From an optimization exercise on the open Yosys and OpenROAD flow, aimed at small area, a short achievable clock period and few clock cycles per item; shortcuts taken in it are not production practice. Only simulation tests tie the RTL to the original design; equivalence was not proved. Power figures rest on the tool's default switching activity, not on a simulated workload.

== run A ==
Design multiplier, start of the top module:
module multiplier(
  output [63:0] prod,
  output busy,
  input [31:0] mc,
  input [31:0] mp,
  input clk,
  input rst,
  input start);
reg [31:0] M, S;
reg [30:0] C;
reg [23:0] Q;
reg [11:0] Ls, Lc;
reg t, cl, busy_r;
reg [1:0] cnt;
reg [5:0] d_one, d_two, d_neg;
wire fin = busy_r & (cnt == 2'd1);
wire it = start | busy_r;
wire dkeep = ~rst & (start | (busy_r & ~fin));   
function [17:0] dec;
  input [12:0] b;
  integer k;
  reg [5:0] o, w, n;
  begin
    for (k = 0; k < 6; k = k + 1) begin
      o[k] = b[2*k+1] ^ b[2*k];
      w[k] = (b[2*k+2] ^ b[2*k+1]) & ~(b[2*k+1] ^ b[2*k]);
      n[k] = b[2*k+2];
    end
    dec = {n, w, o};
  end
endfunction
wire [17:0] dec0 = dec({{mp[7:0], 4'd0}, 1'b0});
wire [17:0] decn = dec(busy_r ? Q[12:0] : {mp[19:7]});
wire [31:0] Me = busy_r ? M : mc;
wire [5:0] oe = busy_r ? d_one : dec0[5:0];
wire [5:0] we = busy_r ? d_two : dec0[11:6];
wire [5:0] ne = busy_r ? d_neg : dec0[17:12];
wire [31:0] Se = S & {32{busy_r}};
wire [30:0] Ce = C & {31{busy_r}};
wire te = t | ~busy_r;
wire [32:0] Mx = {Me[31], Me};
wire [33:0] Mx2 = {Mx, 1'b0};
wire [32:0] Mr = {M[31], M};
wire [33:0] Mr2 = {Mr, 1'b0};
wire [32:0] x0 = ({33{d_one[0]}} & Mr) | ({33{d_two[0]}} & Mr2[32:0]);
wire [32:0] p0 = x0 ^ {33{d_neg[0]}};
wire [33:0] pp0 = {~p0[32], p0};
wire [32:0] x1 = ({33{d_one[1]}} & Mr) | ({33{d_two[1]}} & Mr2[32:0]);
wire [32:0] p1 = x1 ^ {33{d_neg[1]}};
wire [33:0] pp1 = {~p1[32], p1};
wire [32:0] x2 = ({33{oe[2]}} & Mx) | ({33{we[2]}} & Mx2[32:0]);
  ...
clock: 4.0 ns
lec_check: 0
cap_margin: 20
core_margin: 2
core_utilization: 55
setup_slack_margin: 0.1
slew_margin: 20
synth_hierarchical: 1
synth_minimum_keep_size: 0
standard.sh (not shown) runs the stock make flow with config.mk's settings and CLKGATE_MAP_FILE= SYNTH_SCRIPT=/design/flow/synth_recipe.tcl, a recipe that flattens the netlist after the stock synthesis.
==> flow/flow/run.sh <==
#!/bin/bash
# Layout flow: the standard flow (standard synthesis and ORFS steps), except
# that the port buffers inserted before global placement are buf_2 cells
# instead of the delay-cell buffers ORFS picks by default. Every input and
# output port still gets its own buffer.
set -euo pipefail
export BUFFER_PORTS_ARGS="-buffer_cell sky130_fd_sc_hd__buf_2"
bash standard.sh finish > standard_flow.log 2>&1
Run A completed end to end with timing, DRC and antenna clean.
Testbench counts of run A, summed over its fixed seeds: cycles 9,600, items 3,200.
#### Input delta (run B over run A)
Settings: changing CORE_UTILIZATION from 55 to 40.
Diff run A and run B: worst-case hold slack higher in run B
Number of gates resized after cts up 15 in run B wrt run A
| clock share of power | higher: run B |
Run B vs run A: overall power consumption up in run B
Register fraction of the total cell area, run A and run B: larger value in run A
[run B vs run A] portion of the layout cell area used by clock cells: higher in run B
#### Input delta (run C over run B)
Settings: CORE_UTILIZATION changed from 40 to 50.
### Flow results
From run B to run C the numbers moved as follows: aggregate global-route resource usage went up by 5.3 points, worst setup slack saw an increase, worst path required time neither gained nor lost much, effective utilization at floorplan up 10 points.
Re total power of the final layout: run C is about 0.8% down on run B.
Between run B and run C, the flow reports die area decreasing by more than 10%.
The clock group share of total power number comes out lower for run B vs run C.
Compared with run B, power spent charging and discharging nets in run C decreased by a few percent.
In run C, the non-clock buffer count came out 0.37% below the value in run B.
Changes in run D relative to run C:
Settings: CORE_UTILIZATION now 55, was 50; SETUP_SLACK_MARGIN now 0.05, was 0.1.
==> comparison <==
Sort run D and run C by die area desc -> top: run C. Number of standard cells in the final layout excluding fillers | run D below run C. Both conditions hold for run D: the flow ran to the end and the final layout passed the timing, DRC and antenna checks. Summary of run D over run C: area growth from synthesis to layout decreased 0.85 points, maximum vdd ir drop increased 17%.
Relative to run D, the following input files were edited for run E:
Settings: CTS_BUF_LIST: unset -> sky130_fd_sc_hd__clkbuf_8; SETUP_SLACK_MARGIN: 0.05 -> 0.1.
Run E | stages: all done | timing, DRC, antenna: all pass
Number of non-filler instances in the completed layout was higher in run E than in run D.
Taking run D as the reference, in run E total power after layout decreased 3.1%; clock network power consumption decreased 31%; worst-case register-to-register setup slack increased 0.04 ns; overall track demand over capacity in global routing decreased 0.36 points; setup slack increased 0.036 ns.
Portion of the clock cycle consumed by the worst path in the final layout: run E vs run D down 0.89 points
On run E: design area is about 1% lower than what run D gave.
Run E: routed wire length is 540 microns lower than what run D reported.

-- static timing again, ports no longer ideal --
No port has a modelled driver above. Below, the same layouts with a new extraction and two added sets of constraints.
Step 1 sets driving cells, clkbuf_16 on the clock port and buf_2 on the other inputs (assumed; they add their load-dependent delay and slew).
Step 2 also shifts input and output timing later by t, the mid clock arrival at the registers, as if the neighbouring blocks saw the same clock.
Slacks: no drivers / after step 1 / after step 2; pairs: no drivers / after step 1.
run	t (ns)	setup WS [ns]	latest minus earliest clock arrival (ns)	slew at the worst register clock pin (ns)
run A	0.495	0.148 / 0.148 / -0.236	0.016 / 0.016	0.08 / 0.08
run B	0.513	0.111 / 0.058 / -0.291	0.015 / 0.016	0.08 / 0.08
run C	0.510	0.150 / 0.142 / -0.229	0.010 / 0.010	0.07 / 0.07
run D	0.502	0.122 / 0.122 / -0.216	0.018 / 0.017	0.08 / 0.08
run E	0.532	0.158 / 0.158 / -0.259	0.023 / 0.023	0.11 / 0.11
Met with ideal ports but missed after step 2: setup timing in every run listed. For run E, which loses most, drivers alone change the setup slack by 0.000 ns; drivers and shift together by -0.417 ns.
